Context: an optimization exercise on an open-source flow, tuned for small area, a short achievable clock period and few clock cycles per item. The choices shown serve that exercise and are no tape-out recipe.
At most, simulation tests tie the RTL to the original design; equivalence was not proved.
No functional check of the RTL was part of run 3.
No activity file was given, so power comes from the tool's default toggle rates.

$ cat flow/standard.sh
#!/bin/bash
# synth_recipe.tcl (not shown) runs the flow's synth.tcl, then flattens the netlist and writes it again
# the make line also repeats each setting of config.mk as NAME=value (left out here)
make -C /OpenROAD-flow-scripts/flow DESIGN_CONFIG=/design/flow/config.mk WORK_HOME=/design/flow/orfs CLKGATE_MAP_FILE= SYNTH_SCRIPT=/design/flow/synth_recipe.tcl "${@:-finish}"
$ cat flow/config.mk
export PLATFORM = sky130hd
export DESIGN_NAME = alu
export DESIGN_NICKNAME = alu
export VERILOG_FILES = /design/flow/design.v
export SDC_FILE = /design/flow/constraint.sdc
export NUM_CORES = 4
export LEC_CHECK = 0
export CAP_MARGIN = 20
export CORE_MARGIN = 2
export CORE_UTILIZATION = 40
export SLEW_MARGIN = 20
export SETUP_SLACK_MARGIN = 7
$ cat flow/constraint.sdc
create_clock -name core_clock -period 10.0 [get_ports {i_clk}]
set_input_delay 2.0000 -clock core_clock [delete_from_list [all_inputs] [get_ports {i_clk}]]
set_output_delay 2.0000 -clock core_clock [all_outputs]
set_load 0.01 [all_outputs]
$ cat flow/design.v
module alu #(
    parameter INST_W = 4,
    parameter INT_W  = 6,
    parameter FRAC_W = 10,
    parameter DATA_W = INT_W + FRAC_W
)(
    input                      i_clk,
    input                      i_rst_n,
    input                      i_in_valid,
    output                     o_busy,
    input         [INST_W-1:0] i_inst,
    input  signed [DATA_W-1:0] i_data_a,
    input  signed [DATA_W-1:0] i_data_b,
    output                     o_out_valid,
    output        [DATA_W-1:0] o_data
);
reg        busy_q;
reg        v1;
reg [3:0]  inst1;
reg [15:0] a1, b1;
wire sp_c1 = (i_data_a[15:11] == 5'b00000);             
wire sp_c5 = !i_data_a[15] && !sp_c1;                   
wire sp_c2 = (i_data_a[15:10] == 6'b111111);            
wire sp_c3 = (i_data_a[15:10] == 6'b111110);            
wire sp_c4 = (i_data_a[15:10] == 6'b111101);            
wire [15:0] sp_k = sp_c1 ? 16'd10922 :
                   sp_c2 ? 16'd5461  :
                   sp_c3 ? 16'd3641  :
                   sp_c4 ? 16'd1820  :
                   sp_c5 ? 16'd16384 : 16'd0;
wire [15:0] op_b = (i_inst == 4'd4) ? sp_k : i_data_b;
assign o_busy = busy_q;
always @(posedge i_clk or negedge i_rst_n) begin
    if (!i_rst_n) begin
        busy_q <= 1'b1;
        v1     <= 1'b0;
    end else begin
        busy_q <= 1'b0;
        v1     <= i_in_valid && !busy_q;
    end
end
always @(posedge i_clk) begin
    inst1 <= i_inst;
    a1    <= i_data_a;
    b1    <= op_b;
end
reg        v2;
reg [1:0]  kind2;      
reg [19:0] x2;         
reg [23:0] m0, m1;     
reg        mc;         
reg [19:0] acc [0:15];
reg [15:0] accw;
wire [3:0] idx = a1[3:0];
reg [19:0] acc_rd;
integer i;
always @(*) begin
    acc_rd = 20'd0;
    for (i = 0; i < 16; i = i + 1)
        if (idx == i) acc_rd = acc[i];
end
wire [19:0] acc_cur = accw[idx] ? acc_rd : 20'd0;
wire [19:0] acc_sum = acc_cur + {{4{b1[15]}}, b1};
wire        acc_we  = v1 && (inst1 == 4'd3);
always @(posedge i_clk) begin
    for (i = 0; i < 16; i = i + 1)
        if (acc_we && idx == i) acc[i] <= acc_sum;
end
always @(posedge i_clk or negedge i_rst_n) begin
    if (!i_rst_n) accw <= 16'd0;
    else if (acc_we) accw[idx] <= 1'b1;
end
wire is_mul = (inst1 == 4'd2);
wire is_sp  = (inst1 == 4'd4);
wire is_acc = (inst1 == 4'd3);
wire [1:0] icode = !is_sp ? 2'd0 :
                   (a1[15:11] == 5'b00000 || a1[15:10] == 6'b111111) ? 2'd1 :
                   (a1[15:10] == 6'b111110) ? 2'd2 :
                   (a1[15:10] == 6'b111101) ? 2'd3 : 2'd0;
wire bo0 = b1[0] ^ 1'b0;
wire bt0 = (b1[1] & ~b1[0] & ~1'b0) | (~b1[1] & b1[0] & 1'b0);
wire bn0 = b1[1];
wire pp0_0 = ((bo0 & a1[0]) | (bt0 & 1'b0)) ^ bn0;
wire pp0_1 = ((bo0 & a1[1]) | (bt0 & a1[0])) ^ bn0;
wire pp0_2 = ((bo0 & a1[2]) | (bt0 & a1[1])) ^ bn0;
wire pp0_3 = ((bo0 & a1[3]) | (bt0 & a1[2])) ^ bn0;
wire pp0_4 = ((bo0 & a1[4]) | (bt0 & a1[3])) ^ bn0;
wire pp0_5 = ((bo0 & a1[5]) | (bt0 & a1[4])) ^ bn0;
wire pp0_6 = ((bo0 & a1[6]) | (bt0 & a1[5])) ^ bn0;
wire pp0_7 = ((bo0 & a1[7]) | (bt0 & a1[6])) ^ bn0;
wire pp0_8 = ((bo0 & a1[8]) | (bt0 & a1[7])) ^ bn0;
wire pp0_9 = ((bo0 & a1[9]) | (bt0 & a1[8])) ^ bn0;
wire pp0_10 = ((bo0 & a1[10]) | (bt0 & a1[9])) ^ bn0;
wire pp0_11 = ((bo0 & a1[11]) | (bt0 & a1[10])) ^ bn0;
wire pp0_12 = ((bo0 & a1[12]) | (bt0 & a1[11])) ^ bn0;
wire pp0_13 = ((bo0 & a1[13]) | (bt0 & a1[12])) ^ bn0;
wire pp0_14 = ((bo0 & a1[14]) | (bt0 & a1[13])) ^ bn0;
wire pp0_15 = ((bo0 & a1[15]) | (bt0 & a1[14])) ^ bn0;
wire pp0_16 = ~(((bo0 & a1[15]) | (bt0 & a1[15])) ^ bn0);
wire bo1 = b1[2] ^ b1[1];
wire bt1 = (b1[3] & ~b1[2] & ~b1[1]) | (~b1[3] & b1[2] & b1[1]);
wire bn1 = b1[3];
wire pp1_0 = ((bo1 & a1[0]) | (bt1 & 1'b0)) ^ bn1;
wire pp1_1 = ((bo1 & a1[1]) | (bt1 & a1[0])) ^ bn1;
wire pp1_2 = ((bo1 & a1[2]) | (bt1 & a1[1])) ^ bn1;
wire pp1_3 = ((bo1 & a1[3]) | (bt1 & a1[2])) ^ bn1;
wire pp1_4 = ((bo1 & a1[4]) | (bt1 & a1[3])) ^ bn1;
wire pp1_5 = ((bo1 & a1[5]) | (bt1 & a1[4])) ^ bn1;
wire pp1_6 = ((bo1 & a1[6]) | (bt1 & a1[5])) ^ bn1;
wire pp1_7 = ((bo1 & a1[7]) | (bt1 & a1[6])) ^ bn1;
wire pp1_8 = ((bo1 & a1[8]) | (bt1 & a1[7])) ^ bn1;
wire pp1_9 = ((bo1 & a1[9]) | (bt1 & a1[8])) ^ bn1;
wire pp1_10 = ((bo1 & a1[10]) | (bt1 & a1[9])) ^ bn1;
wire pp1_11 = ((bo1 & a1[11]) | (bt1 & a1[10])) ^ bn1;
wire pp1_12 = ((bo1 & a1[12]) | (bt1 & a1[11])) ^ bn1;
wire pp1_13 = ((bo1 & a1[13]) | (bt1 & a1[12])) ^ bn1;
wire pp1_14 = ((bo1 & a1[14]) | (bt1 & a1[13])) ^ bn1;
wire pp1_15 = ((bo1 & a1[15]) | (bt1 & a1[14])) ^ bn1;
wire pp1_16 = ~(((bo1 & a1[15]) | (bt1 & a1[15])) ^ bn1);
wire bo2 = b1[4] ^ b1[3];
wire bt2 = (b1[5] & ~b1[4] & ~b1[3]) | (~b1[5] & b1[4] & b1[3]);
wire bn2 = b1[5];
wire pp2_0 = ((bo2 & a1[0]) | (bt2 & 1'b0)) ^ bn2;
wire pp2_1 = ((bo2 & a1[1]) | (bt2 & a1[0])) ^ bn2;
wire pp2_2 = ((bo2 & a1[2]) | (bt2 & a1[1])) ^ bn2;
wire pp2_3 = ((bo2 & a1[3]) | (bt2 & a1[2])) ^ bn2;
wire pp2_4 = ((bo2 & a1[4]) | (bt2 & a1[3])) ^ bn2;
wire pp2_5 = ((bo2 & a1[5]) | (bt2 & a1[4])) ^ bn2;
wire pp2_6 = ((bo2 & a1[6]) | (bt2 & a1[5])) ^ bn2;
wire pp2_7 = ((bo2 & a1[7]) | (bt2 & a1[6])) ^ bn2;
wire pp2_8 = ((bo2 & a1[8]) | (bt2 & a1[7])) ^ bn2;
wire pp2_9 = ((bo2 & a1[9]) | (bt2 & a1[8])) ^ bn2;
wire pp2_10 = ((bo2 & a1[10]) | (bt2 & a1[9])) ^ bn2;
wire pp2_11 = ((bo2 & a1[11]) | (bt2 & a1[10])) ^ bn2;
wire pp2_12 = ((bo2 & a1[12]) | (bt2 & a1[11])) ^ bn2;
wire pp2_13 = ((bo2 & a1[13]) | (bt2 & a1[12])) ^ bn2;
wire pp2_14 = ((bo2 & a1[14]) | (bt2 & a1[13])) ^ bn2;
wire pp2_15 = ((bo2 & a1[15]) | (bt2 & a1[14])) ^ bn2;
wire pp2_16 = ~(((bo2 & a1[15]) | (bt2 & a1[15])) ^ bn2);
wire bo3 = b1[6] ^ b1[5];
wire bt3 = (b1[7] & ~b1[6] & ~b1[5]) | (~b1[7] & b1[6] & b1[5]);
wire bn3 = b1[7];
wire pp3_0 = ((bo3 & a1[0]) | (bt3 & 1'b0)) ^ bn3;
wire pp3_1 = ((bo3 & a1[1]) | (bt3 & a1[0])) ^ bn3;
wire pp3_2 = ((bo3 & a1[2]) | (bt3 & a1[1])) ^ bn3;
wire pp3_3 = ((bo3 & a1[3]) | (bt3 & a1[2])) ^ bn3;
wire pp3_4 = ((bo3 & a1[4]) | (bt3 & a1[3])) ^ bn3;
wire pp3_5 = ((bo3 & a1[5]) | (bt3 & a1[4])) ^ bn3;
wire pp3_6 = ((bo3 & a1[6]) | (bt3 & a1[5])) ^ bn3;
wire pp3_7 = ((bo3 & a1[7]) | (bt3 & a1[6])) ^ bn3;
wire pp3_8 = ((bo3 & a1[8]) | (bt3 & a1[7])) ^ bn3;
wire pp3_9 = ((bo3 & a1[9]) | (bt3 & a1[8])) ^ bn3;
wire pp3_10 = ((bo3 & a1[10]) | (bt3 & a1[9])) ^ bn3;
wire pp3_11 = ((bo3 & a1[11]) | (bt3 & a1[10])) ^ bn3;
wire pp3_12 = ((bo3 & a1[12]) | (bt3 & a1[11])) ^ bn3;
wire pp3_13 = ((bo3 & a1[13]) | (bt3 & a1[12])) ^ bn3;
wire pp3_14 = ((bo3 & a1[14]) | (bt3 & a1[13])) ^ bn3;
wire pp3_15 = ((bo3 & a1[15]) | (bt3 & a1[14])) ^ bn3;
wire pp3_16 = ~(((bo3 & a1[15]) | (bt3 & a1[15])) ^ bn3);
wire bo4 = b1[8] ^ b1[7];
wire bt4 = (b1[9] & ~b1[8] & ~b1[7]) | (~b1[9] & b1[8] & b1[7]);
wire bn4 = b1[9];
wire pp4_0 = ((bo4 & a1[0]) | (bt4 & 1'b0)) ^ bn4;
wire pp4_1 = ((bo4 & a1[1]) | (bt4 & a1[0])) ^ bn4;
wire pp4_2 = ((bo4 & a1[2]) | (bt4 & a1[1])) ^ bn4;
wire pp4_3 = ((bo4 & a1[3]) | (bt4 & a1[2])) ^ bn4;
wire pp4_4 = ((bo4 & a1[4]) | (bt4 & a1[3])) ^ bn4;
wire pp4_5 = ((bo4 & a1[5]) | (bt4 & a1[4])) ^ bn4;
wire pp4_6 = ((bo4 & a1[6]) | (bt4 & a1[5])) ^ bn4;
wire pp4_7 = ((bo4 & a1[7]) | (bt4 & a1[6])) ^ bn4;
wire pp4_8 = ((bo4 & a1[8]) | (bt4 & a1[7])) ^ bn4;
wire pp4_9 = ((bo4 & a1[9]) | (bt4 & a1[8])) ^ bn4;
wire pp4_10 = ((bo4 & a1[10]) | (bt4 & a1[9])) ^ bn4;
wire pp4_11 = ((bo4 & a1[11]) | (bt4 & a1[10])) ^ bn4;
wire pp4_12 = ((bo4 & a1[12]) | (bt4 & a1[11])) ^ bn4;
wire pp4_13 = ((bo4 & a1[13]) | (bt4 & a1[12])) ^ bn4;
wire pp4_14 = ((bo4 & a1[14]) | (bt4 & a1[13])) ^ bn4;
wire pp4_15 = ((bo4 & a1[15]) | (bt4 & a1[14])) ^ bn4;
wire pp4_16 = ~(((bo4 & a1[15]) | (bt4 & a1[15])) ^ bn4);
wire bo5 = b1[10] ^ b1[9];
wire bt5 = (b1[11] & ~b1[10] & ~b1[9]) | (~b1[11] & b1[10] & b1[9]);
wire bn5 = b1[11];
wire pp5_0 = ((bo5 & a1[0]) | (bt5 & 1'b0)) ^ bn5;
wire pp5_1 = ((bo5 & a1[1]) | (bt5 & a1[0])) ^ bn5;
wire pp5_2 = ((bo5 & a1[2]) | (bt5 & a1[1])) ^ bn5;
wire pp5_3 = ((bo5 & a1[3]) | (bt5 & a1[2])) ^ bn5;
wire pp5_4 = ((bo5 & a1[4]) | (bt5 & a1[3])) ^ bn5;
wire pp5_5 = ((bo5 & a1[5]) | (bt5 & a1[4])) ^ bn5;
wire pp5_6 = ((bo5 & a1[6]) | (bt5 & a1[5])) ^ bn5;
wire pp5_7 = ((bo5 & a1[7]) | (bt5 & a1[6])) ^ bn5;
wire pp5_8 = ((bo5 & a1[8]) | (bt5 & a1[7])) ^ bn5;
wire pp5_9 = ((bo5 & a1[9]) | (bt5 & a1[8])) ^ bn5;
wire pp5_10 = ((bo5 & a1[10]) | (bt5 & a1[9])) ^ bn5;
wire pp5_11 = ((bo5 & a1[11]) | (bt5 & a1[10])) ^ bn5;
wire pp5_12 = ((bo5 & a1[12]) | (bt5 & a1[11])) ^ bn5;
wire pp5_13 = ((bo5 & a1[13]) | (bt5 & a1[12])) ^ bn5;
wire pp5_14 = ((bo5 & a1[14]) | (bt5 & a1[13])) ^ bn5;
wire pp5_15 = ((bo5 & a1[15]) | (bt5 & a1[14])) ^ bn5;
wire pp5_16 = ~(((bo5 & a1[15]) | (bt5 & a1[15])) ^ bn5);
wire bo6 = b1[12] ^ b1[11];
wire bt6 = (b1[13] & ~b1[12] & ~b1[11]) | (~b1[13] & b1[12] & b1[11]);
wire bn6 = b1[13];
wire pp6_0 = ((bo6 & a1[0]) | (bt6 & 1'b0)) ^ bn6;
wire pp6_1 = ((bo6 & a1[1]) | (bt6 & a1[0])) ^ bn6;
wire pp6_2 = ((bo6 & a1[2]) | (bt6 & a1[1])) ^ bn6;
wire pp6_3 = ((bo6 & a1[3]) | (bt6 & a1[2])) ^ bn6;
wire pp6_4 = ((bo6 & a1[4]) | (bt6 & a1[3])) ^ bn6;
wire pp6_5 = ((bo6 & a1[5]) | (bt6 & a1[4])) ^ bn6;
wire pp6_6 = ((bo6 & a1[6]) | (bt6 & a1[5])) ^ bn6;
wire pp6_7 = ((bo6 & a1[7]) | (bt6 & a1[6])) ^ bn6;
wire pp6_8 = ((bo6 & a1[8]) | (bt6 & a1[7])) ^ bn6;
wire pp6_9 = ((bo6 & a1[9]) | (bt6 & a1[8])) ^ bn6;
wire pp6_10 = ((bo6 & a1[10]) | (bt6 & a1[9])) ^ bn6;
wire pp6_11 = ((bo6 & a1[11]) | (bt6 & a1[10])) ^ bn6;
wire pp6_12 = ((bo6 & a1[12]) | (bt6 & a1[11])) ^ bn6;
wire pp6_13 = ((bo6 & a1[13]) | (bt6 & a1[12])) ^ bn6;
wire pp6_14 = ((bo6 & a1[14]) | (bt6 & a1[13])) ^ bn6;
wire pp6_15 = ((bo6 & a1[15]) | (bt6 & a1[14])) ^ bn6;
wire pp6_16 = ~(((bo6 & a1[15]) | (bt6 & a1[15])) ^ bn6);
wire bo7 = b1[14] ^ b1[13];
wire bt7 = (b1[15] & ~b1[14] & ~b1[13]) | (~b1[15] & b1[14] & b1[13]);
wire bn7 = b1[15];
wire pp7_0 = ((bo7 & a1[0]) | (bt7 & 1'b0)) ^ bn7;
wire pp7_1 = ((bo7 & a1[1]) | (bt7 & a1[0])) ^ bn7;
wire pp7_2 = ((bo7 & a1[2]) | (bt7 & a1[1])) ^ bn7;
wire pp7_3 = ((bo7 & a1[3]) | (bt7 & a1[2])) ^ bn7;
wire pp7_4 = ((bo7 & a1[4]) | (bt7 & a1[3])) ^ bn7;
wire pp7_5 = ((bo7 & a1[5]) | (bt7 & a1[4])) ^ bn7;
wire pp7_6 = ((bo7 & a1[6]) | (bt7 & a1[5])) ^ bn7;
wire pp7_7 = ((bo7 & a1[7]) | (bt7 & a1[6])) ^ bn7;
wire pp7_8 = ((bo7 & a1[8]) | (bt7 & a1[7])) ^ bn7;
wire pp7_9 = ((bo7 & a1[9]) | (bt7 & a1[8])) ^ bn7;
wire pp7_10 = ((bo7 & a1[10]) | (bt7 & a1[9])) ^ bn7;
wire pp7_11 = ((bo7 & a1[11]) | (bt7 & a1[10])) ^ bn7;
wire pp7_12 = ((bo7 & a1[12]) | (bt7 & a1[11])) ^ bn7;
wire pp7_13 = ((bo7 & a1[13]) | (bt7 & a1[12])) ^ bn7;
wire pp7_14 = ((bo7 & a1[14]) | (bt7 & a1[13])) ^ bn7;
wire pp7_15 = ((bo7 & a1[15]) | (bt7 & a1[14])) ^ bn7;
wire pp7_16 = ~(((bo7 & a1[15]) | (bt7 & a1[15])) ^ bn7);
wire kc9 = (icode == 2'd0);
wire kc11 = (icode == 2'd1) | (icode == 2'd2);
wire kc12 = (icode == 2'd2) | (icode == 2'd3);
wire kc13 = (icode == 2'd3);
wire kc14 = (icode == 2'd1) | (icode == 2'd2) | (icode == 2'd3);
wire kc15 = (icode == 2'd1);
wire kc16 = (icode == 2'd0) | (icode == 2'd1) | (icode == 2'd2);
wire kc17 = (icode == 2'd0);
wire kc18 = (icode == 2'd1);
wire kc19 = (icode == 2'd0) | (icode == 2'd2);
wire kc20 = (icode == 2'd1) | (icode == 2'd2);
wire kc21 = (icode == 2'd0) | (icode == 2'd2);
wire kc22 = (icode == 2'd1);
wire kc23 = (icode == 2'd0);
wire kc24 = (icode == 2'd1) | (icode == 2'd2) | (icode == 2'd3);
wire fs0 = bn1 ^ pp0_2 ^ pp1_0;
wire fc0 = (bn1 & pp0_2) | (bn1 & pp1_0) | (pp0_2 & pp1_0);
wire fs1 = pp0_3 ^ pp1_1 ^ fc0;
wire fc1 = (pp0_3 & pp1_1) | (pp0_3 & fc0) | (pp1_1 & fc0);
wire fs2 = bn2 ^ pp0_4 ^ pp1_2;
wire fc2 = (bn2 & pp0_4) | (bn2 & pp1_2) | (pp0_4 & pp1_2);
wire fs3 = pp2_0 ^ fs2 ^ fc1;
wire fc3 = (pp2_0 & fs2) | (pp2_0 & fc1) | (fs2 & fc1);
wire fs4 = pp0_5 ^ pp1_3 ^ pp2_1;
wire fc4 = (pp0_5 & pp1_3) | (pp0_5 & pp2_1) | (pp1_3 & pp2_1);
wire fs5 = fc2 ^ fs4 ^ fc3;
wire fc5 = (fc2 & fs4) | (fc2 & fc3) | (fs4 & fc3);
wire fs6 = bn3 ^ pp0_6 ^ pp1_4;
wire fc6 = (bn3 & pp0_6) | (bn3 & pp1_4) | (pp0_6 & pp1_4);
wire fs7 = pp2_2 ^ pp3_0 ^ fc4;
wire fc7 = (pp2_2 & pp3_0) | (pp2_2 & fc4) | (pp3_0 & fc4);
wire fs8 = fs6 ^ fs7 ^ fc5;
wire fc8 = (fs6 & fs7) | (fs6 & fc5) | (fs7 & fc5);
wire fs9 = pp0_7 ^ pp1_5 ^ pp2_3;
wire fc9 = (pp0_7 & pp1_5) | (pp0_7 & pp2_3) | (pp1_5 & pp2_3);
wire fs10 = pp3_1 ^ fc6 ^ fs9;
wire fc10 = (pp3_1 & fc6) | (pp3_1 & fs9) | (fc6 & fs9);
wire fs11 = fc7 ^ fs10 ^ fc8;
wire fc11 = (fc7 & fs10) | (fc7 & fc8) | (fs10 & fc8);
wire fs12 = bn4 ^ pp0_8 ^ pp1_6;
wire fc12 = (bn4 & pp0_8) | (bn4 & pp1_6) | (pp0_8 & pp1_6);
wire fs13 = pp2_4 ^ pp3_2 ^ pp4_0;
wire fc13 = (pp2_4 & pp3_2) | (pp2_4 & pp4_0) | (pp3_2 & pp4_0);
wire fs14 = fc9 ^ fs12 ^ fs13;
wire fc14 = (fc9 & fs12) | (fc9 & fs13) | (fs12 & fs13);
wire fs15 = fc10 ^ fs14 ^ fc11;
wire fc15 = (fc10 & fs14) | (fc10 & fc11) | (fs14 & fc11);
wire fs16 = kc9 ^ pp0_9 ^ pp1_7;
wire fc16 = (kc9 & pp0_9) | (kc9 & pp1_7) | (pp0_9 & pp1_7);
wire fs17 = pp2_5 ^ pp3_3 ^ pp4_1;
wire fc17 = (pp2_5 & pp3_3) | (pp2_5 & pp4_1) | (pp3_3 & pp4_1);
wire fs18 = fc12 ^ fc13 ^ fs16;
wire fc18 = (fc12 & fc13) | (fc12 & fs16) | (fc13 & fs16);
wire fs19 = fs17 ^ fc14 ^ fs18;
wire fc19 = (fs17 & fc14) | (fs17 & fs18) | (fc14 & fs18);
wire fs20 = bn5 ^ pp0_10 ^ pp1_8;
wire fc20 = (bn5 & pp0_10) | (bn5 & pp1_8) | (pp0_10 & pp1_8);
wire fs21 = pp2_6 ^ pp3_4 ^ pp4_2;
wire fc21 = (pp2_6 & pp3_4) | (pp2_6 & pp4_2) | (pp3_4 & pp4_2);
wire fs22 = pp5_0 ^ fc16 ^ fc17;
wire fc22 = (pp5_0 & fc16) | (pp5_0 & fc17) | (fc16 & fc17);
wire fs23 = fs20 ^ fs21 ^ fc18;
wire fc23 = (fs20 & fs21) | (fs20 & fc18) | (fs21 & fc18);
wire fs24 = fs22 ^ fc19 ^ fs23;
wire fc24 = (fs22 & fc19) | (fs22 & fs23) | (fc19 & fs23);
wire fs25 = kc11 ^ pp0_11 ^ pp1_9;
wire fc25 = (kc11 & pp0_11) | (kc11 & pp1_9) | (pp0_11 & pp1_9);
wire fs26 = pp2_7 ^ pp3_5 ^ pp4_3;
wire fc26 = (pp2_7 & pp3_5) | (pp2_7 & pp4_3) | (pp3_5 & pp4_3);
wire fs27 = pp5_1 ^ fc20 ^ fc21;
wire fc27 = (pp5_1 & fc20) | (pp5_1 & fc21) | (fc20 & fc21);
wire fs28 = fs25 ^ fs26 ^ fc22;
wire fc28 = (fs25 & fs26) | (fs25 & fc22) | (fs26 & fc22);
wire fs29 = fs27 ^ fc23 ^ fs28;
wire fc29 = (fs27 & fc23) | (fs27 & fs28) | (fc23 & fs28);
wire fs30 = bn6 ^ kc12 ^ pp0_12;
wire fc30 = (bn6 & kc12) | (bn6 & pp0_12) | (kc12 & pp0_12);
wire fs31 = pp1_10 ^ pp2_8 ^ pp3_6;
wire fc31 = (pp1_10 & pp2_8) | (pp1_10 & pp3_6) | (pp2_8 & pp3_6);
wire fs32 = pp4_4 ^ pp5_2 ^ pp6_0;
wire fc32 = (pp4_4 & pp5_2) | (pp4_4 & pp6_0) | (pp5_2 & pp6_0);
wire fs33 = fc25 ^ fc26 ^ fs30;
wire fc33 = (fc25 & fc26) | (fc25 & fs30) | (fc26 & fs30);
wire fs34 = fs31 ^ fs32 ^ fc27;
wire fc34 = (fs31 & fs32) | (fs31 & fc27) | (fs32 & fc27);
wire fs35 = fs33 ^ fc28 ^ fs34;
wire fc35 = (fs33 & fc28) | (fs33 & fs34) | (fc28 & fs34);
wire fs36 = kc13 ^ pp0_13 ^ pp1_11;
wire fc36 = (kc13 & pp0_13) | (kc13 & pp1_11) | (pp0_13 & pp1_11);
wire fs37 = pp2_9 ^ pp3_7 ^ pp4_5;
wire fc37 = (pp2_9 & pp3_7) | (pp2_9 & pp4_5) | (pp3_7 & pp4_5);
wire fs38 = pp5_3 ^ pp6_1 ^ fc30;
wire fc38 = (pp5_3 & pp6_1) | (pp5_3 & fc30) | (pp6_1 & fc30);
wire fs39 = fc31 ^ fc32 ^ fs36;
wire fc39 = (fc31 & fc32) | (fc31 & fs36) | (fc32 & fs36);
wire fs40 = fs37 ^ fc33 ^ fs38;
wire fc40 = (fs37 & fc33) | (fs37 & fs38) | (fc33 & fs38);
wire fs41 = fs39 ^ fc34 ^ fs40;
wire fc41 = (fs39 & fc34) | (fs39 & fs40) | (fc34 & fs40);
wire fs42 = bn7 ^ kc14 ^ pp0_14;
wire fc42 = (bn7 & kc14) | (bn7 & pp0_14) | (kc14 & pp0_14);
wire fs43 = pp1_12 ^ pp2_10 ^ pp3_8;
wire fc43 = (pp1_12 & pp2_10) | (pp1_12 & pp3_8) | (pp2_10 & pp3_8);
wire fs44 = pp4_6 ^ pp5_4 ^ pp6_2;
wire fc44 = (pp4_6 & pp5_4) | (pp4_6 & pp6_2) | (pp5_4 & pp6_2);
wire fs45 = pp7_0 ^ fc36 ^ fc37;
wire fc45 = (pp7_0 & fc36) | (pp7_0 & fc37) | (fc36 & fc37);
wire fs46 = fs42 ^ fs43 ^ fs44;
wire fc46 = (fs42 & fs43) | (fs42 & fs44) | (fs43 & fs44);
wire fs47 = fc38 ^ fc39 ^ fs45;
wire fc47 = (fc38 & fc39) | (fc38 & fs45) | (fc39 & fs45);
wire fs48 = fs46 ^ fc40 ^ fs47;
wire fc48 = (fs46 & fc40) | (fs46 & fs47) | (fc40 & fs47);
wire fs49 = kc15 ^ pp0_15 ^ pp1_13;
wire fc49 = (kc15 & pp0_15) | (kc15 & pp1_13) | (pp0_15 & pp1_13);
wire fs50 = pp2_11 ^ pp3_9 ^ pp4_7;
wire fc50 = (pp2_11 & pp3_9) | (pp2_11 & pp4_7) | (pp3_9 & pp4_7);
wire fs51 = pp5_5 ^ pp6_3 ^ pp7_1;
wire fc51 = (pp5_5 & pp6_3) | (pp5_5 & pp7_1) | (pp6_3 & pp7_1);
wire fs52 = fc42 ^ fc43 ^ fc44;
wire fc52 = (fc42 & fc43) | (fc42 & fc44) | (fc43 & fc44);
wire fs53 = fs49 ^ fs50 ^ fs51;
wire fc53 = (fs49 & fs50) | (fs49 & fs51) | (fs50 & fs51);
wire fs54 = fc45 ^ fc46 ^ fs52;
wire fc54 = (fc45 & fc46) | (fc45 & fs52) | (fc46 & fs52);
wire fs55 = fs53 ^ fc47 ^ fs54;
wire fc55 = (fs53 & fc47) | (fs53 & fs54) | (fc47 & fs54);
wire fs56 = kc16 ^ pp0_16 ^ pp1_14;
wire fc56 = (kc16 & pp0_16) | (kc16 & pp1_14) | (pp0_16 & pp1_14);
wire fs57 = pp2_12 ^ pp3_10 ^ pp4_8;
wire fc57 = (pp2_12 & pp3_10) | (pp2_12 & pp4_8) | (pp3_10 & pp4_8);
wire fs58 = pp5_6 ^ pp6_4 ^ pp7_2;
wire fc58 = (pp5_6 & pp6_4) | (pp5_6 & pp7_2) | (pp6_4 & pp7_2);
wire fs59 = fc49 ^ fc50 ^ fc51;
wire fc59 = (fc49 & fc50) | (fc49 & fc51) | (fc50 & fc51);
wire fs60 = fs56 ^ fs57 ^ fs58;
wire fc60 = (fs56 & fs57) | (fs56 & fs58) | (fs57 & fs58);
wire fs61 = fc52 ^ fc53 ^ fs59;
wire fc61 = (fc52 & fc53) | (fc52 & fs59) | (fc53 & fs59);
wire fs62 = fs60 ^ fc54 ^ fs61;
wire fc62 = (fs60 & fc54) | (fs60 & fs61) | (fc54 & fs61);
wire fs63 = kc17 ^ pp1_15 ^ pp2_13;
wire fc63 = (kc17 & pp1_15) | (kc17 & pp2_13) | (pp1_15 & pp2_13);
wire fs64 = pp3_11 ^ pp4_9 ^ pp5_7;
wire fc64 = (pp3_11 & pp4_9) | (pp3_11 & pp5_7) | (pp4_9 & pp5_7);
wire fs65 = pp6_5 ^ pp7_3 ^ fc56;
wire fc65 = (pp6_5 & pp7_3) | (pp6_5 & fc56) | (pp7_3 & fc56);
wire fs66 = fc57 ^ fc58 ^ fs63;
wire fc66 = (fc57 & fc58) | (fc57 & fs63) | (fc58 & fs63);
wire fs67 = fs64 ^ fc59 ^ fc60;
wire fc67 = (fs64 & fc59) | (fs64 & fc60) | (fc59 & fc60);
wire fs68 = fs65 ^ fs66 ^ fc61;
wire fc68 = (fs65 & fs66) | (fs65 & fc61) | (fs66 & fc61);
wire fs69 = fs67 ^ fc62 ^ fs68;
wire fc69 = (fs67 & fc62) | (fs67 & fs68) | (fc62 & fs68);
wire fs70 = kc18 ^ pp1_16 ^ pp2_14;
wire fc70 = (kc18 & pp1_16) | (kc18 & pp2_14) | (pp1_16 & pp2_14);
wire fs71 = pp3_12 ^ pp4_10 ^ pp5_8;
wire fc71 = (pp3_12 & pp4_10) | (pp3_12 & pp5_8) | (pp4_10 & pp5_8);
wire fs72 = pp6_6 ^ pp7_4 ^ fc63;
wire fc72 = (pp6_6 & pp7_4) | (pp6_6 & fc63) | (pp7_4 & fc63);
wire fs73 = fc64 ^ fs70 ^ fs71;
wire fc73 = (fc64 & fs70) | (fc64 & fs71) | (fs70 & fs71);
wire fs74 = fc65 ^ fc66 ^ fs72;
wire fc74 = (fc65 & fc66) | (fc65 & fs72) | (fc66 & fs72);
wire fs75 = fs73 ^ fc67 ^ fs74;
wire fc75 = (fs73 & fc67) | (fs73 & fs74) | (fc67 & fs74);
wire fs76 = fc68 ^ fs75 ^ fc69;
wire fc76 = (fc68 & fs75) | (fc68 & fc69) | (fs75 & fc69);
wire fs77 = kc19 ^ pp2_15 ^ pp3_13;
wire fc77 = (kc19 & pp2_15) | (kc19 & pp3_13) | (pp2_15 & pp3_13);
wire fs78 = pp4_11 ^ pp5_9 ^ pp6_7;
wire fc78 = (pp4_11 & pp5_9) | (pp4_11 & pp6_7) | (pp5_9 & pp6_7);
wire fs79 = pp7_5 ^ fc70 ^ fc71;
wire fc79 = (pp7_5 & fc70) | (pp7_5 & fc71) | (fc70 & fc71);
wire fs80 = fs77 ^ fs78 ^ fc72;
wire fc80 = (fs77 & fs78) | (fs77 & fc72) | (fs78 & fc72);
wire fs81 = fc73 ^ fs79 ^ fc74;
wire fc81 = (fc73 & fs79) | (fc73 & fc74) | (fs79 & fc74);
wire fs82 = fs80 ^ fc75 ^ fs81;
wire fc82 = (fs80 & fc75) | (fs80 & fs81) | (fc75 & fs81);
wire fs83 = kc20 ^ pp2_16 ^ pp3_14;
wire fc83 = (kc20 & pp2_16) | (kc20 & pp3_14) | (pp2_16 & pp3_14);
wire fs84 = pp4_12 ^ pp5_10 ^ pp6_8;
wire fc84 = (pp4_12 & pp5_10) | (pp4_12 & pp6_8) | (pp5_10 & pp6_8);
wire fs85 = pp7_6 ^ fc77 ^ fc78;
wire fc85 = (pp7_6 & fc77) | (pp7_6 & fc78) | (fc77 & fc78);
wire fs86 = fs83 ^ fs84 ^ fc79;
wire fc86 = (fs83 & fs84) | (fs83 & fc79) | (fs84 & fc79);
wire fs87 = fs85 ^ fc80 ^ fs86;
wire fc87 = (fs85 & fc80) | (fs85 & fs86) | (fc80 & fs86);
wire fs88 = fc81 ^ fs87 ^ fc82;
wire fc88 = (fc81 & fs87) | (fc81 & fc82) | (fs87 & fc82);
wire fs89 = kc21 ^ pp3_15 ^ pp4_13;
wire fc89 = (kc21 & pp3_15) | (kc21 & pp4_13) | (pp3_15 & pp4_13);
wire fs90 = pp5_11 ^ pp6_9 ^ pp7_7;
wire fc90 = (pp5_11 & pp6_9) | (pp5_11 & pp7_7) | (pp6_9 & pp7_7);
wire fs91 = fc83 ^ fc84 ^ fs89;
wire fc91 = (fc83 & fc84) | (fc83 & fs89) | (fc84 & fs89);
wire fs92 = fs90 ^ fc85 ^ fs91;
wire fc92 = (fs90 & fc85) | (fs90 & fs91) | (fc85 & fs91);
wire fs93 = fc86 ^ fs92 ^ fc87;
wire fc93 = (fc86 & fs92) | (fc86 & fc87) | (fs92 & fc87);
wire fs94 = kc22 ^ pp3_16 ^ pp4_14;
wire fc94 = (kc22 & pp3_16) | (kc22 & pp4_14) | (pp3_16 & pp4_14);
wire fs95 = pp5_12 ^ pp6_10 ^ pp7_8;
wire fc95 = (pp5_12 & pp6_10) | (pp5_12 & pp7_8) | (pp6_10 & pp7_8);
wire fs96 = fc89 ^ fc90 ^ fs94;
wire fc96 = (fc89 & fc90) | (fc89 & fs94) | (fc90 & fs94);
wire fs97 = fs95 ^ fc91 ^ fs96;
wire fc97 = (fs95 & fc91) | (fs95 & fs96) | (fc91 & fs96);
wire fs98 = fc92 ^ fs97 ^ fc93;
wire fc98 = (fc92 & fs97) | (fc92 & fc93) | (fs97 & fc93);
wire fs99 = kc23 ^ pp4_15 ^ pp5_13;
wire fc99 = (kc23 & pp4_15) | (kc23 & pp5_13) | (pp4_15 & pp5_13);
wire fs100 = pp6_11 ^ pp7_9 ^ fc94;
wire fc100 = (pp6_11 & pp7_9) | (pp6_11 & fc94) | (pp7_9 & fc94);
wire fs101 = fc95 ^ fs99 ^ fc96;
wire fc101 = (fc95 & fs99) | (fc95 & fc96) | (fs99 & fc96);
wire fs102 = fs100 ^ fc97 ^ fs101;
wire fc102 = (fs100 & fc97) | (fs100 & fs101) | (fc97 & fs101);
wire fs103 = kc24 ^ pp4_16 ^ pp5_14;
wire fc103 = (kc24 & pp4_16) | (kc24 & pp5_14) | (pp4_16 & pp5_14);
wire fs104 = pp6_12 ^ pp7_10 ^ fc99;
wire fc104 = (pp6_12 & pp7_10) | (pp6_12 & fc99) | (pp7_10 & fc99);
wire fs105 = fs103 ^ fc100 ^ fs104;
wire fc105 = (fs103 & fc100) | (fs103 & fs104) | (fc100 & fs104);
wire fs106 = fc101 ^ fs105 ^ fc102;
wire fc106 = (fc101 & fs105) | (fc101 & fc102) | (fs105 & fc102);
wire fs107 = 1'b1 ^ pp5_15 ^ pp6_13;
wire fc107 = (1'b1 & pp5_15) | (1'b1 & pp6_13) | (pp5_15 & pp6_13);
wire fs108 = pp7_11 ^ fc103 ^ fs107;
wire fc108 = (pp7_11 & fc103) | (pp7_11 & fs107) | (fc103 & fs107);
wire fs109 = fc104 ^ fs108 ^ fc105;
wire fc109 = (fc104 & fs108) | (fc104 & fc105) | (fs108 & fc105);
wire fs110 = pp5_16 ^ pp6_14 ^ pp7_12;
wire fc110 = (pp5_16 & pp6_14) | (pp5_16 & pp7_12) | (pp6_14 & pp7_12);
wire fs111 = fc107 ^ fs110 ^ fc108;
wire fc111 = (fc107 & fs110) | (fc107 & fc108) | (fs110 & fc108);
wire fs112 = 1'b1 ^ pp6_15 ^ pp7_13;
wire fc112 = (1'b1 & pp6_15) | (1'b1 & pp7_13) | (pp6_15 & pp7_13);
wire fs113 = fc110 ^ fs112 ^ fc111;
wire fc113 = (fc110 & fs112) | (fc110 & fc111) | (fs112 & fc111);
wire fs114 = pp6_16 ^ pp7_14 ^ fc112;
wire fc114 = (pp6_16 & pp7_14) | (pp6_16 & fc112) | (pp7_14 & fc112);
wire fs115 = 1'b1 ^ pp7_15 ^ fc114;
wire fc115 = (1'b1 & pp7_15) | (1'b1 & fc114) | (pp7_15 & fc114);
wire [31:0] mr0 = {1'b1, pp7_16, fs115, fc113, fs113, fc109, fc106, fs106, fc98, fs98, fc88, fs88, fc76, fs76, fs69, fc55, fc48, fc41, fc35, fc29, fc24, fs24, fc15, fs15, fs11, fs8, fs5, fs3, fs1, fs0, pp0_1, pp0_0};
wire [31:0] mr1 = {1'b0, fc115, 1'b0, fs114, 1'b0, fs111, fs109, 1'b0, fs102, 1'b0, fs93, 1'b0, fs82, 1'b0, 1'b0, fs62, fs55, fs48, fs41, fs35, fs29, 1'b0, fs19, 1'b0, 1'b0, 1'b0, 1'b0, 1'b0, 1'b0, 1'b0, 1'b0, bn0};
wire [8:0] mlow = {1'b0, mr0[7:0]} + {1'b0, mr1[7:0]};
wire        sub  = inst1[0];
wire [15:0] bx   = b1 ^ {16{sub}};
wire [16:0] as   = {a1[15], a1} + {bx[15], bx} + {16'd0, sub};
wire [15:0] as_s = (as[16] == as[15]) ? as[15:0] : as[16] ? 16'h8000 : 16'h7fff;
wire        is_rot = inst1[0];
wire [3:0]  sh   = is_rot ? (4'd0 - b1[3:0]) : b1[3:0];
wire [15:0] rr   = ({a1, a1} >> sh);
reg  [15:0] therm;                        
always @(*) begin
    for (i = 0; i < 16; i = i + 1)
        therm[i] = (b1[3:0] > i);
end
reg  [15:0] shf;
always @(*) begin
    for (i = 0; i < 16; i = i + 1) begin
        if (is_rot)
            shf[i] = (b1[15:5] != 11'd0 || (b1[4] && therm[i])) ? 1'b0 : rr[i];
        else
            shf[i] = (b1[15:4] != 12'd0 || therm[15-i]) ? a1[15] : rr[i];
    end
end
reg  [4:0]  clz;
always @(*) begin
    clz = 5'd16;
    for (i = 0; i < 16; i = i + 1)
        if (a1[i]) clz = 5'd15 - i;
end
reg [15:0] rmatch;
always @(*) begin
    rmatch = 16'd0;
    for (i = 0; i < 13; i = i + 1)
        rmatch[i] = (a1[i +: 4] == {b1[15-i], b1[14-i], b1[13-i], b1[12-i]});
end
reg [15:0] simple;
always @(*) begin
    case (inst1)
        4'd0, 4'd1: simple = as_s;
        4'd5:       simple = a1 ^ b1;
        4'd6, 4'd7: simple = shf;
        4'd8:       simple = {11'd0, clz};
        default:    simple = rmatch;
    endcase
end
always @(posedge i_clk or negedge i_rst_n) begin
    if (!i_rst_n) v2 <= 1'b0;
    else          v2 <= v1;
end
always @(posedge i_clk) begin
    kind2 <= is_acc ? 2'd1 : is_mul ? 2'd2 : is_sp ? 2'd3 : 2'd0;
    x2    <= is_acc ? acc_sum : {4'd0, simple};
    m0    <= mr0[31:8];
    m1    <= mr1[31:8];
    mc    <= mlow[8];
end
reg        vo;
reg [15:0] out_q;
wire [23:0] t = m0 + m1 + {23'd0, mc};
wire [15:0] mul_r = (t[23:17] == 7'h00 || t[23:17] == 7'h7f) ? t[17:2] :
                    t[23] ? 16'h8000 : 16'h7fff;
wire [15:0] acc_r = (x2[19:15] == 5'h00 || x2[19:15] == 5'h1f) ? x2[15:0] :
                    x2[19] ? 16'h8000 : 16'h7fff;
always @(posedge i_clk or negedge i_rst_n) begin
    if (!i_rst_n) vo <= 1'b0;
    else          vo <= v2;
end
always @(posedge i_clk) begin
    case (kind2)
        2'd1:    out_q <= acc_r;
        2'd2:    out_q <= mul_r;
        2'd3:    out_q <= t[21:6];
        default: out_q <= x2[15:0];
    endcase
end
assign o_out_valid = vo;
assign o_data      = out_q;
endmodule
$ cat flow/flow/run.sh
#!/bin/bash
# The standard layout, with two setting changes: no full/half adder cells
# in synthesis (abc maps all logic), and repair_timing aiming for more slack.
cd "$(dirname "$0")/.."
echo "export SETUP_SLACK_MARGIN = 7" >> config.mk
bash standard.sh ADDER_MAP_FILE= finish > standard.log 2>&1
==> impl_metrics.tcl, run 1 <==
set metrics [dict create \
    status "finished clean" \
    routed_wl_um 138000 \
    grt_pass1_vias 28100 \
    worstSkewPairLatency_ns 0.64 \
    synth_seq_cells 452 \
    final.period_utilization_pct 43.6 \
    htree_levels 2 \
    reg2reg_from "a1[3]" \
    clockRootBuffer "clkbuf_16" \
    fin_total_pwr_mw 8.28 \
    drv_slew 0 \
    die_h_um 284 \
    synth_mux_area_share_pct 4.45 \
    io_buffers 56 \
    die_area_um2 80400 \
    netlist.area_leader.share_pct 30.7 \
    yosysWarningCount 2 \
    cts.sinks 452 \
    initial_core_util_pct 40.4 \
    ys_async_sr_fraction_pct 4.42 \
    drv_cap 0 \
    worst-endpoint-arrival_ns 4.72 \
    critPathKind "reg2reg" \
    yosys.area_share.simple_pct 12.9 \
    hold_start "v2" \
    synth_compound_area_share_pct 23.2 \
    power_density_nw_per_um2 195 \
    reg2regPathDepth 17 \
    worstMarginPinSlew_ns 1.01 \
    startpoint_type "register" \
    cts_tree "built" \
    path_clk_slew_ns 0.06 \
    clock_skew_ns 0.0284 \
    syn_inst 3463 \
    synth_top_cell_by_area "edfxtp_1" \
    ys.flop_type "edfxtp_1" \
    slew_headroom_pct 32.1 \
    synth_enable_flop_cells 320 \
    vias 31100 \
    track_usage_pct 31.2 \
    hp-class "reg2reg" \
    fin_crit_ns 4.36 \
    rsz0062_at_grt "yes" \
    synthTopCellsByArea "edfxtp_1 (31%), xnor2_1 (7.5%), dfxtp_1 (7.2%)" \
    ant_nets 0 \
    finalSetupViolCount 0 \
    grt_max_degree 53 \
    place_hpwl_um 72400 \
    required_ns 10.36 \
    coreArea_um2 77300 \
    yosys.area_share.adder_pct 3.25 \
    reg2reg_to "acc[0][16]" \
    layout_common_cells "edfxtp_1 (320), a21oi_1 (281), nor2_1 (265), buf_4 (261), nand2_1 (215)" \
    vias_per_cell 6.50 \
    drt_pass1_iterations 7 \
    fmax_mhz 229 \
    peakVddDrop_uv 165 \
    io_pins 57 \
    die_x_um 284 \
    p_leak_nw 15.5 \
    setup-tns-final_ns 0 \
    final_common_cell "edfxtp_1" \
    hold_violations 0 \
    antenna_found_initial 3 \
    rows 102 \
    holdPathEnd "vo" \
    synth.avg_cell_area_um2 9.02 \
    overflow 0 \
    nets 3737 \
    min_path_cells 0 \
    ys_seq_area_share_pct 39.5 \
    drt-initial-drc-count 4856 \
    setup.worst_path.end_class "register" \
    synth_nets 3502 \
    cp-startpoint "a1[3]" \
    cts_buffers 50 \
    drive_gt1_share_pct 31.4 \
    synthToLayoutAreaGrowth_pct 35.7 \
    synth_xor_area_share_pct 11.4 \
    path_max_fanout 8 \
    clk_path_buf_depth 3 \
    synthDistinctLibCells 96 \
    drc 0 \
    wl_per_cell_um 28.9 \
    synth_top_family_by_area "compound AO/OA/AOI/OAI gates" \
    gp_congestion 0.924 \
    mappedNetlistArea_um2 31300 \
    regToRegSetupSlack_ns 5.64 \
    grt_pass1_wl_um 189000 \
]
[metrics by stage]
| stage | area [um2] | cells | util (%) | hold WS, ns | setup slack [ns] |
|---|---|---|---|---|---|
| finish | 42400 | 4779 | 54.8 | 0.348 | 5.64 |
| global route | 42400 | 4778 | 54.8 | 0.367 | 5.54 |
| CTS | 39900 | 4662 | 51.6 | 0.351 | 5.72 |
| detailed placement | 33400 | 4321 | 43.2 | 0.338 | 3.98 |
| global placement | 33400 | 4321 | 43.2 | 0.334 | 4.14 |
| floorplan | 32600 | 3463 | - | 0.331 | 6.17 |
[routing by layer]
layer | vias to the layer above | wire [um] | track usage [%]
li1 | 13300 | - | -
met1 | 14800 | 48700 | 38.3
met2 | 2266 | 60100 | 48.7
met3 | 751 | 16600 | 7.29
met4 | 2 | 12500 | 21.6
met5 | - | 18 | 0
[repair_timing]
action / CTS / global route
setup endpoints to repair: 666 / 396
gates resized for setup: 496 / 309
pin swaps: 119 / 149
setup buffers: 205 / 97
gates cloned: 44 / 19
hold buffers: 0 / 0
[Yosys cell counts (30+ instances only)]
master,instances
a21oi_1,336
edfxtp_1,320
nor2_1,303
xnor2_1,269
nand2_1,239
o21ai_0,229
clkbuf_1,182
xor2_1,126
dfxtp_1,112
mux2i_1,103
maj3_1,98
o22ai_1,91
a22oi_1,81
buf_1,69
inv_1,61
a211oi_1,54
nand3_1,53
nor3_1,43
a221oi_1,41
nor2b_1,38
buf_2,37
or2_2,33
nand2b_1,32
o211ai_1,30
[flip-flops by register name (all words and copies together), names as in the netlist]
register	count
acc	320
a1	16
busy_q	1
x2	20
mc	1
m1	14
inst1	4
vo	1
m0	23
kind2	2
v2	1
accw	16
b1	16
v1	1
out_q	16
[worst max-delay path, stage by stage, from the launching register on]
cell      delay (ns)
dfxtp_4         0.44
buf_12          0.15
buf_4           0.14
nand3b_1        0.15
buf_4           0.16
nor2_2          0.05
a221o_1         0.41
a32oi_2         0.34
nor3_4          0.11
a211oi_2        0.30
a41oi_4         0.08
a41oi_4         0.30
a311o_1         0.36
a221oi_4        0.11
buf_4           0.17
or3b_4          0.37
a21o_1          0.25
and2_4          0.20
[cells by family (layout without fill, tap and decap cells)]
logic type / after synthesis / in the layout
AOI/OAI and AO/OA: 1130 / 1131
and+or+nand+nor: 870 / 874
DFF: 452 / 452
xor gates and xnor gates: 399 / 399
buffers and inverters: 382 / 652
muxes: 128 / 128
adders and majority gates: 101 / 101
other: 1 / 2
[layout make-up]
class	instances	area [um2]
diodes	1	2.50
clock buffers	59	1310
clock inverters	33	362
fillers	6605	34900
inverters	66	320
multi-input cells	2634	20400
flip-flops and latches	452	12500
well taps	1040	1300
repair buffers	492	6240
repair inverters	2	12.5
[worst max path at each step]
stage                      end  slack [ns]  depth (start not counted)
floorplan           acc[0][18]        6.17                         16
global placement    acc[4][19]        4.14                         14
detailed placement  acc[4][19]        3.98                         14
CTS                 acc[4][16]        5.72                         16
global route        acc[4][19]        5.54                         17
finish              acc[0][16]        5.64                         17
[power by group]
part,total [mW],internal (mW),switching [mW]
sequential,2.36,2.22,0.142
combinational,4.01,1.79,2.22
clock,1.90,1.07,0.830
Testbench counts, summed over its fixed seeds: cycles 3,224, items 3,200.
==> inputs of run 2 (changes only) <==
==> flow/run.sh (new file) <==
#!/bin/bash
# synth_recipe.tcl (not shown) runs the flow's synth.tcl, then flattens the netlist and writes it again
# the make line also repeats each setting of config.mk as NAME=value (left out here)
make -C /OpenROAD-flow-scripts/flow DESIGN_CONFIG=/design/flow/config.mk WORK_HOME=/design/flow/orfs CLKGATE_MAP_FILE= SYNTH_SCRIPT=/design/flow/synth_recipe.tcl finish
--- a/flow/config.mk
+++ b/flow/config.mk
@@ -10,3 +10,3 @@
 export CORE_UTILIZATION = 40
+export SETUP_SLACK_MARGIN = 5
 export SLEW_MARGIN = 20
-export SETUP_SLACK_MARGIN = 7
removed: flow/flow/run.sh
removed: flow/standard.sh
==> run 2 against run 1 <==
Wire length fell by 36%. Combinational power decreased by 39%. Setup slack lost 0.64 ns. Critical path type unchanged. Critical endpoint is now acc[9][18]. Largest power group unchanged. Highest routed layer is now met4.
==> impl_metrics.tcl, run 2 <==
set metrics [dict create \
    grt_pass1_wl_um 131000 \
    die_area_um2 70600 \
    fillerInstances 6107 \
    netlist.area_leader.share_pct 35.1 \
    crit_path_max_incr_delay_ns 0.43 \
    clockRootBuffer "clkbuf_16" \
    worstSkewPairLatency_ns 0.62 \
    drc 0 \
    critPathTopFamily "compound AO/OA/AOI/OAI gates" \
    placedCellCount 3368 \
    coreArea_um2 67500 \
    synth_seq_cells 452 \
    fin_ws_ns 5.00 \
    synthDistinctLibCells 94 \
    cts_tree "built" \
    status "finished clean" \
    min_path_cells 0 \
    gp_congestion 0.906 \
    synthToLayoutAreaGrowth_pct 16.3 \
    layout_common_cells "edfxtp_1 (320), xnor2_1 (165), nor2_1 (163), inv_1 (148), buf_4 (136)" \
    yosysWarningCount 2 \
    critPathKind "reg2reg" \
    synth.avg_cell_area_um2 10.7 \
    worstMarginPinSlew_ns 0.978 \
    clock_skew_ns 0.0296 \
    clk_path_buf_depth 3 \
    die_h_um 266 \
    vias_per_cell 6.10 \
    required_ns 10.48 \
    finalSetupViolCount 0 \
    mappedNetlistArea_um2 27400 \
    drv_slew 0 \
    drt-initial-drc-count 2536 \
    final_cells 3536 \
    final_common_cell "edfxtp_1" \
    routed_wl_um 88600 \
    syn_inst 2553 \
    ys_async_sr_fraction_pct 4.42 \
    largestRegisters "acc (320), m0 (23), x2 (20)" \
    cts.sinks 452 \
    synthTopCellsByArea "edfxtp_1 (35%), fa_1 (8.3%), dfxtp_1 (8.2%)" \
    grt_pass1_vias 21000 \
    rows 95 \
    vias 21600 \
    reg2regPathDepth 25 \
    path_clk_slew_ns 0.06 \
    cp_slowest_cell "a2111oi_4" \
    ys_seq_area_share_pct 45.1 \
    slew_headroom_pct 34.6 \
    ant_nets 0 \
    die_x_um 266 \
    place_hpwl_um 58000 \
    hp-class "reg2reg" \
    p_leak_nw 11.8 \
    crit_cells 25 \
    initial_core_util_pct 40.6 \
    power_density_nw_per_um2 207 \
    synth_nets 2779 \
    ys.flop_type "edfxtp_1" \
    startpoint_type "register" \
    post-place-ws_ns 3.67 \
    antenna_found_initial 1 \
    overflow 0 \
    worst-endpoint-arrival_ns 5.48 \
    nets 2849 \
    ys_top_cells_by_count "edfxtp_1 (320), xnor2_1 (169), nor2_1 (167)" \
    io_pins 57 \
    yosys.cell_count.top_type "edfxtp_1" \
    regMostFlops "acc" \
    drive_gt1_share_pct 13.9 \
    fmax_mhz 200 \
    drv_cap 0 \
    fin_crit_ns 5.00 \
    largest_reg_flops 320 \
    synth_top_cell_by_area "edfxtp_1" \
    post-route-cell-area_um2 31900 \
    rsz0062_at_grt "yes" \
    peakVddDrop_uv 149 \
    track_usage_pct 24.2 \
    wl_per_cell_um 25.0 \
    setup-tns-final_ns 0 \
    worst-path-buf-inv 5 \
    drt_pass1_iterations 6 \
    hold_violations 0 \
    grt_max_degree 53 \
    path_max_fanout 8 \
    io_buffers 56 \
    htree_levels 2 \
    num_antenna_cells 0 \
    placed_area_um2 29000 \
    setup.worst_path.end_class "register" \
    cts_buffers 49 \
    synth_enable_flop_cells 320 \
    post-route-util_pct 47.2 \
    final.period_utilization_pct 50.0 \
]
## run 2: cell families (layout without fill, tap and decap cells)
family	count (synthesis)	after routing	share of synthesized area, %
flip-flops	452	452	45.1
other	1	1	0.0137
XOR/XNOR	249	250	7.96
buffers and inverters	364	472	5.22
multiplexers	66	66	2.74
AO/OA/AOI/OAI	734	734	18.6
AND/OR/NAND/NOR	500	501	8.73
adder cells (fa/ha/maj)	187	187	11.7
## run 2: timing repair
item                                    4_1_cts  5_1_grt
hold buffers                                  0        0
gates resized for setup                      43       47
buffers inserted                             21       45
endpoints found under the setup margin      304      151
gates cloned                                  1        9
pin swaps                                     7       15
## run 2: path summary, 6_finish.rpt
kind	from	endpoint	slack, ns
min in group asynchronous	i_rst_n	vo	1.92
hold reg to reg	v2	vo	0.35
hold / removal	v2	vo	0.35
setup / recovery	a1[1]	acc[9][18]	5.00
setup reg to reg	a1[1]	acc[9][18]	5.00
max in group asynchronous	i_rst_n	accw[8]	7.47
## run 2: where the power goes
| group | switching (mW) | total [mW] | internal [mW] |
|---|---|---|---|
| Sequential | 0.0796 | 2.31 | 2.23 |
| Clock | 0.788 | 1.88 | 1.09 |
| Combinational | 1.45 | 2.43 | 0.980 |
| Total | 2.31 | 6.61 | 4.29 |
## run 2: routing by layer
layer	up-vias	GRT usage (%)	share of wire [%]
met5	-	0	0
met3	205	3.78	7.9
met2	1079	38.7	46
met4	0	9.10	3.8
met1	10800	33.2	42
li1	9501	-	-
## run 2: cell type report
cell class,instances,area [um2],share of cell area [%]
clock inverter,26,332,1.04
clock buffer,65,1340,4.21
tap,873,1090,3.43
timing repair inverter,1,5.00,0.0157
sequential,452,12400,38.8
multi-input combinational,1739,14100,44.2
timing repair buffer,218,2000,6.28
inverter,162,629,1.98
## run 2: through the flow
step | power [mW] | hold WS (ns)
global route | 7.05 | 0.363
global placement | 4.61 | 0.339
finish | 6.61 | 0.346
CTS | 6.61 | 0.347
floorplan | 4.00 | 0.331
detailed placement | 4.70 | 0.338
==> inputs of run 3 (changes only) <==
--- a/flow/design.v
+++ b/flow/design.v
@@ -20,2 +20,3 @@
 reg [15:0] a1, b1;
+reg [15:0] asel1;      
 wire sp_c1 = (i_data_a[15:11] == 5'b00000);             
@@ -32,2 +33,3 @@
 assign o_busy = busy_q;
+integer i;
 always @(posedge i_clk or negedge i_rst_n) begin
@@ -36,2 +38,3 @@
         v1     <= 1'b0;
+        asel1  <= 16'd0;
     end else begin
@@ -39,2 +42,4 @@
         v1     <= i_in_valid && !busy_q;
+        for (i = 0; i < 16; i = i + 1)
+            asel1[i] <= i_in_valid && !busy_q && (i_inst == 4'd3) && (i_data_a[3:0] == i);
     end
@@ -53,16 +58,12 @@
 reg [15:0] accw;
-wire [3:0] idx = a1[3:0];
-reg [19:0] acc_rd;
-integer i;
+reg [19:0] acc_cur;
 always @(*) begin
-    acc_rd = 20'd0;
+    acc_cur = 20'd0;
     for (i = 0; i < 16; i = i + 1)
-        if (idx == i) acc_rd = acc[i];
+        acc_cur = acc_cur | ({20{asel1[i] & accw[i]}} & acc[i]);
 end
-wire [19:0] acc_cur = accw[idx] ? acc_rd : 20'd0;
 wire [19:0] acc_sum = acc_cur + {{4{b1[15]}}, b1};
-wire        acc_we  = v1 && (inst1 == 4'd3);
 always @(posedge i_clk) begin
     for (i = 0; i < 16; i = i + 1)
-        if (acc_we && idx == i) acc[i] <= acc_sum;
+        if (asel1[i]) acc[i] <= acc_sum;
 end
@@ -70,3 +71,3 @@
     if (!i_rst_n) accw <= 16'd0;
-    else if (acc_we) accw[idx] <= 1'b1;
+    else          accw <= accw | asel1;
 end
==> flow/flow/run.sh (new file) <==
#!/bin/bash
cd "$(dirname "$0")/.."
echo "export SETUP_SLACK_MARGIN = 7" >> config.mk
bash standard.sh > standard.log 2>&1
==> flow/standard.sh (new file) <==
#!/bin/bash
# synth_recipe.tcl (not shown) runs the flow's synth.tcl, then flattens the netlist and writes it again
# the make line also repeats each setting of config.mk as NAME=value (left out here)
make -C /OpenROAD-flow-scripts/flow DESIGN_CONFIG=/design/flow/config.mk WORK_HOME=/design/flow/orfs CLKGATE_MAP_FILE= SYNTH_SCRIPT=/design/flow/synth_recipe.tcl "${@:-finish}"
--- a/flow/config.mk
+++ b/flow/config.mk
@@ -10,3 +10,3 @@
 export CORE_UTILIZATION = 40
-export SETUP_SLACK_MARGIN = 5
 export SLEW_MARGIN = 20
+export SETUP_SLACK_MARGIN = 7
removed: flow/run.sh
==> run 3 against run 2 <==
Still clean. Setup slack gained 0.96 ns. Via count rose by 4.6%. Wire length is 16% higher. Synthesized cell count down 7.6%. Global-route usage increased by 4.6 points. Non-clock buffer count is 219 higher. Final cell count increased by 2.1%. Maximum frequency rose by 24%. First-iteration DRC count increased by 14%. Die area down 1.4%. Sequential power hardly changed. Utilization increased by 7.5 points. Highest routed layer is now met5.
==> impl_metrics.tcl, run 3 <==
set metrics [dict create \
    status "finished clean" \
    ys_top_cells_by_count "edfxtp_1 (320), xnor2_1 (156), inv_1 (150)" \
    hold_violations 0 \
    regToRegSetupSlack_ns 5.96 \
    grt_pass1_vias 21600 \
    vias_per_cell 6.25 \
    mappedNetlistArea_um2 27000 \
    worstMarginPinSlew_ns 1.11 \
    drv_slew 0 \
    coreArea_um2 67000 \
    placedCellCount 3154 \
    regMostFlops "acc" \
    finalSetupViolCount 0 \
    required_ns 10.48 \
    final.period_utilization_pct 40.4 \
    place_hpwl_um 52200 \
    largestRegisters "acc (320), m0 (23), x2 (20)" \
    critPathKind "reg2reg" \
    drt-initial-drc-count 2888 \
    worst-endpoint-arrival_ns 4.52 \
    clock_skew_ns 0.0195 \
    grt_max_degree 45 \
    yosysWarningCount 2 \
    syn_inst 2360 \
    final_cells 3610 \
    cts_tree "built" \
    startpoint_type "register" \
    rows 95 \
    rsz0062_at_grt "yes" \
    synth_nets 2578 \
    drt_pass1_iterations 6 \
    synth_enable_flop_cells 320 \
    cts.sinks 468 \
    path_max_fanout 8 \
    largest_reg_flops 320 \
    io_buffers 56 \
    grt_pass1_wl_um 148000 \
    p_leak_nw 13.8 \
    netlist.area_leader.share_pct 35.6 \
    die_area_um2 69600 \
    setup-tns-final_ns 0 \
    drv_cap 0 \
    synthDistinctLibCells 93 \
    hp-class "reg2reg" \
    synth.avg_cell_area_um2 11.4 \
    ys.flop_type "edfxtp_1" \
    vias 22500 \
    final_common_cell "edfxtp_1" \
    synth_top_cell_by_area "edfxtp_1" \
    overflow 0 \
    synthToLayoutAreaGrowth_pct 35.8 \
    ant_nets 0 \
    fmax_mhz 248 \
    die_x_um 264 \
    synthTopCellsByArea "edfxtp_1 (36%), fa_1 (8.5%), dfxtp_1 (8.3%)" \
    worstSkewPairLatency_ns 0.62 \
    ys_async_sr_fraction_pct 7.69 \
    io_pins 57 \
    fin_crit_ns 4.04 \
    clockRootBuffer "clkbuf_16" \
    fin_total_pwr_mw 7.13 \
    antenna_found_initial 10 \
    synth_seq_cells 468 \
    layout_common_cells "edfxtp_1 (320), buf_4 (223), xnor2_1 (136), nor2_1 (99), inv_1 (96)" \
    routed_wl_um 103000 \
    drc 0 \
    power_density_nw_per_um2 194 \
    yosys.cell_count.top_type "edfxtp_1" \
    track_usage_pct 28.8 \
    path_clk_slew_ns 0.06 \
    cts_buffers 49 \
    nets 2905 \
    slew_headroom_pct 26.3 \
    drive_gt1_share_pct 36.2 \
    setup.worst_path.end_class "register" \
    initial_core_util_pct 40.3 \
    ys_seq_area_share_pct 47.2 \
    wl_per_cell_um 28.5 \
    peakVddDrop_uv 132 \
    clk_path_buf_depth 3 \
    die_h_um 264 \
    htree_levels 2 \
    gp_congestion 0.931 \
]
run 3: changes by cell type in the layout (fill, tap and decap cells not counted), sizes merged, moves of 18 or more:
cell           previous run  this run
clkdlybuf4s50            56        34
nand4                    14        33
a21oi                   130        91
a221o                    23         2
nor3                     66        27
bufbuf                    0        18
buf                     155       376
nor2                    168       109
nand2                   122       104
a22o                      1        78
and2                     12        43
o21ai                   137        93
o22ai                    30        11
run 3: cell families after synthesis:
| group | share of synthesized area [%] |
|---|---|
| flip-flops | 47.2 |
| multiplexers | 3.28 |
| AND/OR/NAND/NOR | 7.95 |
| adder cells (fa/ha/maj) | 11.8 |
| buffers and inverters | 4.71 |
| AO/OA/AOI/OAI | 17.0 |
| XOR/XNOR | 7.97 |
| other | 0.0139 |
run 3: area by class of cell:
cell class,count,area [um2]
fill,5401,30400
multi-input combinational,1577,15300
sequential,468,12900
timing repair buffer,437,4940
clock buffer,61,1300
tap,873,1090
inverter,153,678
clock inverter,31,448
antenna,9,22.5
timing repair inverter,1,7.51
run 3: final timing paths:
| path | end | cells after the start | start |
|---|---|---|---|
| setup / recovery | acc[7][18] | 15 | asel1[3] |
| hold / removal | vo | 0 | v2 |
| setup reg to reg | acc[7][18] | 15 | asel1[3] |
| hold reg to reg | vo | 0 | v2 |
| max in group asynchronous | asel1[6] | 2 | i_rst_n |
| min in group asynchronous | v1 | 2 | i_rst_n |
run 3: what timing repair did:
action	4_1_cts	5_1_grt
buffers inserted	260	47
setup endpoints to repair	402	363
hold buffers	0	0
resized for setup	476	169
pin swaps	149	136
cloned	40	8
run 3: power breakdown:
part	internal [mW]	leakage [nW]	switching (mW)
clock	1.15	0.845	0.818
sequential	2.23	4.30	0.0838
combinational	1.27	8.67	1.58
run 3: stage by stage:
stage	utilization, %	setup slack (ns)	cell area, um2	hold WS, ns
2_1_floorplan	-	5.89	28300	0.331
3_3_place_gp	43.3	4.95	29000	0.345
3_5_place_dp	43.3	4.89	29000	0.336
4_1_cts	53.0	6.03	35500	0.360
5_1_grt	54.7	5.88	36700	0.369
6_report	54.7	5.96	36700	0.355
run 3: layer usage:
layer  routed length, um  track usage (%)  vias to the layer above  share of wire (%)
met5                  64                0                        -              0.062
met3               12400             7.39                      317                 12
met1               40300             39.7                    11200                 39
met4                5010             11.2                       10                4.9
li1                    -                -                     9414                  -
met2               45000             43.6                     1560                 44
run 3: worst max-delay path: stages (launching register included):
cell and delay (ns):
dfrtp_4 0.50, and2_4 0.18, buf_12 0.15, buf_4 0.14, a22o_1 0.20, a221oi_2 0.24, nand4_1 0.28, ha_4 0.36
nand4_1 0.16, a2111oi_4 0.45, o31a_1 0.21, o21a_1 0.18, o21ai_4 0.08, and4b_2 0.25, nor3_4 0.34, buf_12 0.18

port drivers added, routing unchanged:
No port has a modelled driver above. Below, the same layouts with a new extraction and two added sets of constraints. Step 1, drivers: a clkbuf_16 drives i_clk and a buf_2 each remaining input, both assumed. Step 2 also shifts input and output timing later by t, the mid clock arrival at the registers, as if the neighbouring blocks saw the same clock. Three values: no drivers, after step 1, after step 2; two values: the first two.
run | shift t [ns] | setup slack, ns | latest minus earliest clock arrival (ns) | cell pins on the clock port's net
run 1 | 0.694 | 5.642 / 5.642 / 5.642 | 0.029 / 0.029 | 1
run 2 | 0.663 | 5.003 / 5.003 / 5.003 | 0.032 / 0.033 | 1
run 3 | 0.671 | 5.964 / 5.964 / 5.964 | 0.020 / 0.019 | 1
After both steps every run listed still meets setup and hold.
